What follows belongs to an exercise in optimizing a design on an open flow for small area, a short achievable clock period and few clock cycles; a production flow would make more cautious choices. Where RTL was checked, it was by simulation tests only, not by an equivalence proof against the original. The RTL of run 2 was laid out without a check of its function.

==> flow/design.v <==
`timescale 1ns / 1ps
module ADDER16BIT(data_out,
                  data0,
                  data1);
parameter n=16;    
output[n:0] data_out;
input[n-1:0] data0,
            data1;
assign data_out={1'b0,data0}+{1'b0,data1};                        
endmodule
`timescale 1ns / 1ps
module MUX17BIT2_1(data_out,
                   data0,
                   data1,
                   sel);
parameter n=16;   
output[n:0] data_out;
input[n:0] data0,        
            data1;
input sel;
assign  data_out=sel?data1:data0;                   
endmodule
`timescale 1ns / 1ps
module PIPO16BITS(data_out,
                  clk,
                  data_in,
                  load,
                  rst);
parameter n=16;          
output reg[n-1:0] data_out;
input[n-1:0] data_in;
input load,
      clk,
      rst;
always @(posedge clk)
 begin
  if(rst)
   data_out<=16'b0;
  else if(load)
   data_out<=data_in;
  else
   data_out<=data_out; 
 end                              
endmodule
`timescale 1ns / 1ps
module PISO16BITS(data_out,
                 clk,
                 data_in,
                 shift_in,
                 load,
                 shift,
                 rst);
parameter m=16;          
output reg[m-1:0] data_out;
input[m-1:0] data_in;
input load,
      shift,
      shift_in,
      clk,
      rst;
always @(posedge clk)
 begin
  if(rst)
   data_out<=16'b0;
  else if(load)
   data_out<=data_in;
  else if(shift)
   data_out<={shift_in,data_out[15:1]}; 
  else
   data_out<=data_out;
 end                              
endmodule
`timescale 1ns / 1ps
`timescale 1ns / 1ps
module RPIPO16BITS(data_out,
                   clk,
                   data_in,
                   Rrst,
                   load,
                   rst);
parameter n=16;          
output reg[n-1:0] data_out;
input[n-1:0] data_in;
input load,
      Rrst,
      clk,
      rst;
always @(posedge clk)
 begin
  if(rst)
   data_out<=16'b0;
  else if(Rrst)
   data_out<=16'b0;
  else if(load)
   data_out<=data_in;
  else
   data_out<=data_out;
 end                              
endmodule
`timescale 1ns / 1ps
module COUNTER16(count16done,  
                 count16set,   
                 count16reset,
                 rst,
                 clk);
output  count16done;  
input count16set,
      count16reset,
      rst,
      clk;
reg[4:0] count;
assign count16done=count[4];
always @(posedge clk)
begin
 if(rst)
  count<=5'b00001;
 else if(count16reset) 
  count<=5'b00001;
 else if(count16set)
  count<=count+1;
 else
  count<=count;
end               
endmodule
`timescale 1ns / 1ps
module CONTROLLER(load,
                  loadAC,
                  rstAC,
                  shift,
                  count16set,
                  count16reset,
                  clk,
                  start,
                  rst,
                  count16done);
output reg load,
           loadAC,
           rstAC,
           shift,
           count16set,
           count16reset;
input clk,
      rst,
      start,
      count16done;
parameter S0=2'b00,S1=2'b01,S2=2'b10,S3=2'b11;  
reg[1:0] ps,ns;
always @(posedge clk)
begin
 if(rst)
  ps<=S0;
 else
  ps<=ns;
end    
always @(*)
begin
case(ps)
S0: begin
     rstAC=1'b1;
     loadAC=1'b0;
     load=1'b0;
     shift=1'b0;
     count16set=1'b0;
     count16reset=1'b1;  
     if(start)
      ns=S1;
     else
      ns=S0;
    end
S1: begin
     rstAC=1'b1;
     loadAC=1'b0;
     load=1'b1;
     shift=1'b0;
     count16set=1'b0;
     count16reset=1'b1; 
     ns=S2;
    end 
S2: begin
     rstAC=1'b0;
     loadAC=1'b1;
     load=1'b0;
     shift=1'b1;
     count16set=1'b1;
     count16reset=1'b0; 
     if(count16done)
      ns=S3;
     else
      ns=S2; 
    end   
S3: begin
     rstAC=1'b0;
     loadAC=1'b0;
     load=1'b0;
     shift=1'b0;
     count16set=1'b0;
     count16reset=1'b1;
     if(start)
      ns=S1;
     else
      ns=S3;
    end 
default: begin
          rstAC=1'b1;
          loadAC=1'b0;
          load=1'b0;
          shift=1'b0;
          count16set=1'b0;
          count16reset=1'b1;
          ns=S0;
         end 
endcase                       
end                             
endmodule
`timescale 1ns / 1ps
module DATAPATH(Product,
                done,
                clk,
                multiplicand,
                multiplier,
                start,
                rst);
parameter n=16,     
          m=16 ;   
output[m+n-1:0] Product;
output reg done;
input[n:0] multiplicand;
input[m:0] multiplier;
input clk,
      start,
      rst;
wire cr_load,
     cr_loadAC,
     cr_rstAC,
     cr_shift,
     cr_count16set,
     cr_count16reset,
     cr_clk,
     cr_start,
     cr_rst,
     cr_count16done; 
wire ct_counter16done,
     ct_count16set,
     ct_count16reset,
     ct_rst,
     ct_clk;
wire[n-1:0] md_data_out,
            md_data_in;
wire md_clk,
     md_load,
     md_rst;   
wire[n:0] add_data_out;
wire[n-1:0] add_data0,
            add_data1;  
wire[n:0] mux_data_out,
          mux_data0,
          mux_data1;   
wire[n-1:0] ac_data_out,
          ac_data_in;  
wire ac_clk,
     ac_rstAC,
     ac_loadAC,
     ac_rst;    
wire[m-1:0] mr_data_out,
            mr_data_in;
wire mr_clk,
     mr_shift_in,
     mr_load,
     mr_shift,
     mr_rst;                          
CONTROLLER controller(.load(cr_load),
                  .loadAC(cr_loadAC),
                  .rstAC(cr_rstAC),
                  .shift(cr_shift),
                  .count16set(cr_count16set),
                  .count16reset(cr_count16reset),
                  .clk(cr_clk),
                  .start(cr_start),
                  .rst(cr_rst),
                  .count16done(cr_count16done)); 
assign cr_clk=clk;
assign cr_rst=rst;
assign cr_start=start;
assign cr_count16done=ct_count16done;
COUNTER16 ct(.count16done(ct_count16done),  
                 .count16set(ct_count16set),   
                 .count16reset(ct_count16reset),
                 .rst(ct_rst),
                 .clk(ct_clk));
assign ct_count16set=cr_count16set;
assign ct_count16reset=cr_count16reset;
assign ct_rst=rst;
assign ct_clk=clk;
PIPO16BITS md(.data_out(md_data_out),
                  .clk(md_clk),
                  .data_in(md_data_in),
                  .load(md_load),
                  .rst(md_rst));  
assign md_clk=clk;                    
assign md_data_in=multiplicand;
assign md_load=cr_load;
assign md_rst=rst;
ADDER16BIT adder(.data_out(add_data_out),
                  .data0(add_data0),
                  .data1(add_data1));
assign add_data0=md_data_out;
assign add_data1=ac_data_out;
MUX17BIT2_1 mux(.data_out(mux_data_out),
                   .data0(mux_data0),
                   .data1(mux_data1),
                   .sel(mux_sel));
assign mux_data0={1'b0,ac_data_out};
assign mux_data1=add_data_out;
assign mux_sel=mr_data_out[0]; 
RPIPO16BITS ac(.data_out(ac_data_out),
                   .clk(ac_clk),
                   .data_in(ac_data_in),
                   .Rrst(ac_rstAC),
                   .load(ac_loadAC),
                   .rst(ac_rst)); 
assign ac_clk=clk;
assign ac_data_in=mux_data_out[n:1];
assign ac_rstAC=cr_rstAC;
assign ac_loadAC=cr_loadAC;
assign ac_rst=rst;
PISO16BITS mr(.data_out(mr_data_out),
                 .clk(mr_clk),
                 .data_in(mr_data_in),
                 .shift_in(mr_shift_in),
                 .load(mr_load),
                 .shift(mr_shift),
                 .rst(mr_rst));  
assign mr_clk=clk;
assign mr_data_in=multiplier;
assign mr_shift_in=mux_data_out[0];
assign mr_load=cr_load;
assign mr_shift=cr_shift;
assign mr_rst=rst;   
assign Product={ac_data_out,mr_data_out};
always @(posedge clk)
if(rst)
 done<=1'b0;
else
 done<=ct_count16done & cr_count16set;  
endmodule
==> flow/run.sh <==
#!/bin/bash
# synth_recipe.tcl (not shown) runs the flow's synth.tcl, then flattens the netlist and writes it again
# the make line also repeats each setting of config.mk as NAME=value (left out here)
make -C /OpenROAD-flow-scripts/flow DESIGN_CONFIG=/design/flow/config.mk WORK_HOME=/design/flow/orfs CLKGATE_MAP_FILE= SYNTH_SCRIPT=/design/flow/synth_recipe.tcl finish
==> flow/config.mk <==
export PLATFORM = sky130hd
export DESIGN_NAME = DATAPATH
export DESIGN_NICKNAME = DATAPATH
export VERILOG_FILES = /design/flow/design.v
export SDC_FILE = /design/flow/constraint.sdc
export NUM_CORES = 4
export LEC_CHECK = 0
export CAP_MARGIN = 20
export CORE_MARGIN = 2
export CORE_UTILIZATION = 40
export SLEW_MARGIN = 20
==> flow/constraint.sdc <==
create_clock -name core_clock -period 4.0 [get_ports {clk}]
set_input_delay 0.8000 -clock core_clock [delete_from_list [all_inputs] [get_ports {clk}]]
set_output_delay 0.8000 -clock core_clock [all_outputs]
set_load 0.01 [all_outputs]
==> results of run 1 <==
-- area by class of cell --
type                       instances  area (µm²)  area share, %
sequential                        56        1120           28.3
timing repair buffer              71         701           17.7
clock buffer                       5        68.8           1.74
tap                              102         128           3.22
inverter                           9        33.8          0.852
clock inverter                     2        12.5          0.316
multi-input combinational        265        1900           47.9
-- cell usage after synthesis, drive strengths merged --
cell | count | share of area (%)
o32ai | 1 | 0.28
o22ai | 2 | 0.40
nor2b | 2 | 0.40
nor3 | 3 | 0.79
o211ai | 1 | 0.24
a211oi | 24 | 6.2
or3 | 1 | 0.20
ha | 22 | 8.7
a31oi | 3 | 0.59
a21o | 6 | 1.4
o311ai | 1 | 0.28
mux2 | 1 | 0.36
o2111ai | 1 | 0.28
o21bai | 2 | 0.47
mux2i | 42 | 13
buf | 9 | 2.3
and3 | 3 | 0.95
nand4 | 3 | 0.59
nand4b | 1 | 0.28
inv | 9 | 1.1
nand2 | 15 | 1.8
nor2 | 53 | 6.3
a21oi | 28 | 4.4
a221oi | 1 | 0.28
xor2 | 6 | 1.7
and2 | 2 | 0.40
fa | 1 | 0.63
xnor2 | 10 | 2.8
or2b | 1 | 0.24
or2 | 1 | 0.20
clkbuf | 11 | 1.3
o221ai | 1 | 0.47
o21ai | 17 | 2.7
nand2b | 3 | 0.59
a41oi | 2 | 0.55
nand3 | 2 | 0.47
dfxtp | 56 | 35
or3b | 1 | 0.28
nor3b | 1 | 0.24
a311o | 1 | 0.32
-- worst min path at each step --
stage	startpoint	end	slack, ns	depth (start not counted)
after floorplan	ct.count[4]$_SDFFE_PP0N_	done$_SDFF_PP0_	0.44	2
after global placement	ct.count[4]$_SDFFE_PP0N_	done$_SDFF_PP0_	0.47	2
after detailed placement	ct.count[4]$_SDFFE_PP0N_	done$_SDFF_PP0_	0.47	2
after CTS	ct.count[4]$_SDFFE_PP0N_	done$_SDFF_PP0_	0.49	2
after global routing	ct.count[4]$_SDFFE_PP0N_	done$_SDFF_PP0_	0.52	2
final	ct.count[4]$_SDFFE_PP0N_	done$_SDFF_PP0_	0.48	2
-- through the flow --
stage / utilization, %
finish: 51.6
global route: 51.6
CTS: 51.6
detailed placement: 50.5
global placement: 50.5
floorplan: -
-- state kept, by name (all words and copies together), names as in the netlist --
name           flops
ac.data_out       16
controller.ps      2
ct.count           5
done               1
md.data_out       16
mr.data_out       16
-- logic make-up (layout without fill, tap and decap cells) --
kind of cell	Yosys count	after routing	share of synthesized area [%]
fa+ha+maj	23	23	9.33
flops	56	56	35.4
compound gates	91	91	18.9
mux	43	43	13.6
xor+xnor	16	16	4.43
buf+inv	29	87	4.63
simple gates	92	92	13.7
-- worst max-delay path: stages, from the launching register on --
cell and delay [ns]:
dfxtp_1 0.35, ha_1 0.23, fa_1 0.45, a211oi_2 0.33, nor3_2 0.10, nor3_2 0.30
o221ai_2 0.18, a41oi_1 0.23, nor2_1 0.06
-- layer usage --
layer	wire length, µm	up-vias
li1	-	1371
met1	3590	1207
met2	3210	44
met3	238	6
met4	107	0
met5	0	-
==> results.tsv, run 1 <==
stage	metric	value	unit
status	run_status	no timing/DRC/antenna violations	
min_path	hp-class	flop to flop	
grt	grt_pass1_vias	2488	
floorplan	dieWidth	92.9	µm
run	maxCapViolCount	0	
detailed_routing	first_pass_iters	5	
grt	grt_max_degree	35	
floorplan	start_util	41.2	%
detailed_routing	finalWirelength	7150	µm
worst_setup_path	worstPathArrival	2.53	ns
grt	antenna_found_initial	0	
floorplan	die_h	92.9	µm
timing	finalWorstSetupSlack	1.67	ns
worst_setup_path	rr_endpoint	ac.data_out[15]$_SDFFE_PP0N_	
final_layout	fin_cells	510	
worst_setup_path	crit_path_start	ac.data_out[0]$_SDFFE_PP0N_	
synthesis	netlist_area	3160	µm²
worst_setup_path	cp-start-kind	flop	
synthesis	syn_area_per_cell	9.04	µm²
timing	relSlewSlack	28.2	%
timing	slew_violations	0	
worst_setup_path	worstPathRequired	4.20	ns
cts	cts_made_buffers	5	
cts	htreeDepth	2	
worst_setup_path	reg2reg_from	ac.data_out[0]$_SDFFE_PP0N_	
cts	cts_resized	0	
cts	cts_root_buf	clkbuf_8	
detailed_routing	drc_errors	0	
synthesis	syn_inst	350	
final_layout	final_cell_mix	clkdlybuf4s50_1 (67), dfxtp_1 (56), nor2_1 (53)	
worst_setup_path	endpoint	ac.data_out[15]$_SDFFE_PP0N_	
placement	place_inst	503	
placement	port_buffers	67	
grt	grt_pass1_wl	11800	µm
grt	grt_use_met3	3.42	%
synthesis	yosysUniqueCellTypes	48	
worst_setup_path	reg2reg_slack	1.67	ns
timing	setup_tns	0	ns
timing	grt_setup_unrepaired	false	
timing	finalClockSkew	0.00780	ns
timing	finalCritPeriodShare	58.4	%
worst_setup_path	critPathKind	flop to flop	
detailed_routing	vias	2628	
floorplan	rows	32	
final_layout	nets	468	
worst_setup_path	r2r_cells	8	
final_layout	fillCellCount	766	
worst_setup_path	worstPathMaxFanout	4	
grt	grt.busiest_layer	met2	
cts	cts_tree	built	
worst_setup_path	cp-end-kind	flop	
timing	setup_viol	0	
final_layout	drive_gt1_share	6.13	%
timing	hold_violations	0	
final_layout	layout_commonest_cell	clkdlybuf4s50_1	
detailed_routing	postRouteAntennaNets	0	
detailed_routing	viasPerCell	5.15	
timing	clock.fmax	428	MHz
grt	use_met1	23.4	%
cts	clk_pin_slew_worst_paths	0.10	ns
synthesis	synth_nets	410	
detailed_routing	post_drt_wl_per_cell	14.0	µm
timing	min_period	2.33	ns
floorplan	ios	70	
floorplan	die_area	8640	µm²
final_layout	antenna_cells	0	
placement	post-place-ws	1.40	ns
placement	place.gp.congestion	0.853	
grt	grt_util_all_layers	17.0	%
grt	grt_overflow	0	
detailed_routing	dr.first_iter.drc_count	98	
final_layout	stdcell_area	3960	µm²
final_layout	syn_to_final_growth	25.3	%
synthesis	ys_seq_elements	56	
cts	holdBufCountCts	0	
floorplan	coreArea	7690	µm²
placement	place_area	3880	µm²
cts	clock-sinks	56	
cts	post_cts_buffers	0	
cts	ctsLongestPathBuffers	2	
timing	holdWs	0.482	ns
synthesis	synth_warnings	8	
grt	globalRouteMet2Util	26.8	%
cts	clk_latency	0.31	ns
synthesis	yosysSeqAreaShare	35.4	%
placement	dp_hpwl	5160	µm
timing	tightestPinTransition	1.08	ns
Testbench counts, summed over its fixed seeds: cycles 43,200.
==> run 2, diff against run 1 <==
==> flow/design.v (replaced) <==
`timescale 1ns / 1ps
module DATAPATH(Product,
                done,
                clk,
                multiplicand,
                multiplier,
                start,
                rst);
output reg [31:0] Product;
output reg done;
input [16:0] multiplicand;
input [16:0] multiplier;
input clk,
      start,
      rst;
always @(posedge clk)
 if (start)
  Product <= multiplicand[15:0] * multiplier[15:0];
always @(posedge clk)
 if (rst)
  done <= 1'b0;
 else
  done <= start;
endmodule
==> results.tsv, run 2 <==
stage	metric	value	unit
min_path	hp-class	input pin to flop	
synthesis	yosysSeqAreaShare	10.2	%
grt	grt_max_degree	34	
timing	finalCritPeriodShare	147	%
floorplan	ios	70	
grt	antenna_found_initial	0	
final_layout	syn_to_final_growth	47.4	%
grt	grt_pass1_wl	43300	µm
synthesis	netlist_area	9650	µm²
final_layout	seqCellArea	981	µm²
synthesis	ys_seq_elements	33	
cts	clock-sinks	33	
detailed_routing	viasPerCell	4.85	
final_layout	fillCellCount	2014	
synthesis	synth_nets	1372	
cts	clk_pin_slew_worst_paths	0.06	ns
final_layout	largestRegisters	Product (32), done (1)	
synthesis	yosysUniqueCellTypes	51	
detailed_routing	drc_errors	0	
run	maxCapViolCount	0	
synthesis	yosys.area.top_type_share	40.2	%
timing	hold_violations	0	
timing	relSlewSlack	71.6	%
floorplan	dieWidth	159	µm
synthesis	syn_inst	1037	
final_layout	regMostFlops	Product	
final_layout	drive_gt1_share	41.0	%
worst_setup_path	cp-start-kind	input pin	
status	so_faults	setup timing	
detailed_routing	post_drt_wl_per_cell	16.0	µm
worst_setup_path	worstPathArrival	5.93	ns
synthesis	ys.flop_type	edfxtp_1	
floorplan	start_util	40.9	%
cts	ctsLongestPathBuffers	2	
final_layout	multi_input_area	8690	µm²
cts	cts_root_buf	clkbuf_16	
worst_setup_path	endpoint	Product[30]$_DFFE_PP_	
synthesis	synth_top_cell_by_area	fa_1	
worst_setup_path	crit_buf_inv	5	
cts	cts_tree	built	
synthesis	synth_top_cells_by_count	inv_1 (230), fa_1 (194), nand2_1 (146), and2_1 (125), ha_1 (104)	
detailed_routing	finalWirelength	26600	µm
placement	port_buffers	67	
floorplan	die_h	159	µm
detailed_routing	first_pass_iters	5	
final_layout	fin_cells	1662	
floorplan	coreArea	23600	µm²
synthesis	yosysMostFrequentCell	inv_1	
synthesis	synth_edf_count	32	
final_layout	antenna_cells	0	
status	run_status	finished with violations	
timing	clock.fmax	170	MHz
synthesis	syn_area_per_cell	9.31	µm²
timing	min_period	5.90	ns
final_layout	final_cell_mix	inv_1 (184), buf_4 (175), fa_1 (168)	
floorplan	rows	56	
worst_setup_path	critical_path.slowest_cell	fa_1	
final_layout	nets	1677	
detailed_routing	dr.first_iter.drc_count	341	
placement	dp_hpwl	20200	µm
detailed_routing	vias	8067	
worst_setup_path	crit_path_start	multiplicand[6]	
worst_setup_path	critPathKind	input pin to flop	
final_layout	utilization	60.3	%
worst_setup_path	worstPathRequired	4.03	ns
final_layout	layout_commonest_cell	inv_1	
worst_setup_path	critical-path-max-stage-delay	0.58	ns
synthesis	synthTopCellsByArea	fa_1 (40%), ha_1 (13%), edfxtp_1 (10%), inv_1 (8.9%), and2_1 (8.1%)	
detailed_routing	postRouteAntennaNets	0	
timing	finalWorstSetupSlack	-1.90	ns
placement	place_inst	1555	
grt	grt_overflow	0	
worst_setup_path	critical_path.top_delay_family	adder cells	
timing	slew_violations	0	
worst_setup_path	cp-end-kind	flop	
timing	setup_viol	26	
timing	tightestPinTransition	0.427	ns
cts	cts_made_buffers	5	
final_layout	largest_register_ffs	32	
grt	grt_pass1_vias	8872	
synthesis	synth_warnings	1	
placement	place.gp.congestion	0.849	
grt	grt_util_all_layers	21.3	%
worst_setup_path	critical_path_depth	20	
synthesis	synth-async-reset-ratio	0	%
cts	htreeDepth	2	
timing	grt_setup_unrepaired	true	
worst_setup_path	crit_path_frequent_cell	fa_1	
floorplan	die_area	25400	µm²
timing	setup_tns	-39.73	ns
worst_setup_path	path_cells	buf_8 > buf_8 > buf_6 > and2_4 > fa_1 > fa_1 > fa_1 > fa_1 > fa_1 > inv_2 > fa_1 > inv_2 > ha_4 > a21o_1 > a21oi_2 > o21ai_2 > o21ai_2 > nand3_2 > a311oi_2 > xnor2_1	
worst_setup_path	worstPathMaxFanout	6	
==> run 2: cell count changes in the layout (fill, tap and decap cells not counted), sizes merged, moves of 39 or more <==
cell / before / now
and2: 2 / 125
buf: 4 / 294
dfxtp: 56 / 1
fa: 1 / 194
ha: 22 / 104
inv: 9 / 230
mux2i: 42 / 1
nand2: 15 / 146
nor2: 53 / 14
==> run 2: cell type report <==
class / count / share of cell area, %
clock buffer: 5 / 0.879
clock inverter: 3 / 0.290
inverter: 230 / 6.07
multi-input combinational: 736 / 61.0
sequential: 33 / 6.89
tap: 319 / 2.80
timing repair buffer: 336 / 22.0
==> run 2: cell families after synthesis <==
logic type | share of synthesized area, %
AO/OA/AOI/OAI | 6.69
buffers and inverters | 10.5
XOR/XNOR | 2.36
adder cells (fa/ha/maj) | 53.7
AND/OR/NAND/NOR | 16.5
multiplexers | 0.104
flip-flops | 10.2
==> run 2: timing repair <==
action | 4_1_cts | 5_1_grt
cloned | 5 | 0
buffers inserted | 78 | 35
setup endpoints to repair | 27 | 27
hold buffers | 0 | 0
pin swaps | 129 | 132
gates resized for setup | 309 | 143
==> run 2: worst min-delay path by stage <==
stage / start / endpoint / slack, ns / cells past startpoint
floorplan: rst / done$_SDFF_PP0_ / 0.87 / 1
global placement: rst / done$_SDFF_PP0_ / 1.32 / 2
detailed placement: rst / done$_SDFF_PP0_ / 1.34 / 2
CTS: rst / done$_SDFF_PP0_ / 1.03 / 2
global route: rst / done$_SDFF_PP0_ / 1.04 / 2
finish: rst / done$_SDFF_PP0_ / 1.03 / 2
==> run 2: per-layer routing <==
| metal | GRT usage, % | wire length (µm) | up-vias |
|---|---|---|---|
| met5 | 0 | 0 | - |
| met4 | 5.37 | 498 | 0 |
| met3 | 2.42 | 1070 | 37 |
| met2 | 38.5 | 14100 | 167 |
| met1 | 27.2 | 10900 | 4096 |
| li1 | - | - | 3767 |
==> run 2: through the flow <==
step | hold WS, ns | instance area, µm² | setup slack, ns
after floorplan | 0.872 | 10100 | -1.78
after global placement | 1.32 | 12200 | -2.73
after detailed placement | 1.34 | 12200 | -2.77
after CTS | 1.03 | 13700 | -1.91
after global routing | 1.04 | 14200 | -2.07
final | 1.03 | 14200 | -1.90

## port drivers added, routing unchanged
No port has a modelled driver above. Below, the same layouts with a new extraction and two added sets of constraints. Step 1, drivers: a clkbuf_16 drives clk and a buf_2 each remaining input, both assumed. Step 2, shift: input delay + t, output delay - t, t = (earliest + latest rising clock arrival at the registers) / 2. This alone moves slack from input paths to output paths. Slacks: ideal ports / drivers / drivers and shift; pairs: ideal ports / drivers.
run	shift t [ns]	setup slack, ns	hold WS [ns]
run 1	0.335	1.666 / 1.666 / 1.452	0.482 / 0.482 / 0.482
run 2	0.327	-1.900 / -1.897 / -2.224	1.034 / 1.014 / 1.340
For run 2, which loses most, drivers alone change the setup slack by +0.003 ns; drivers and shift together by -0.324 ns.
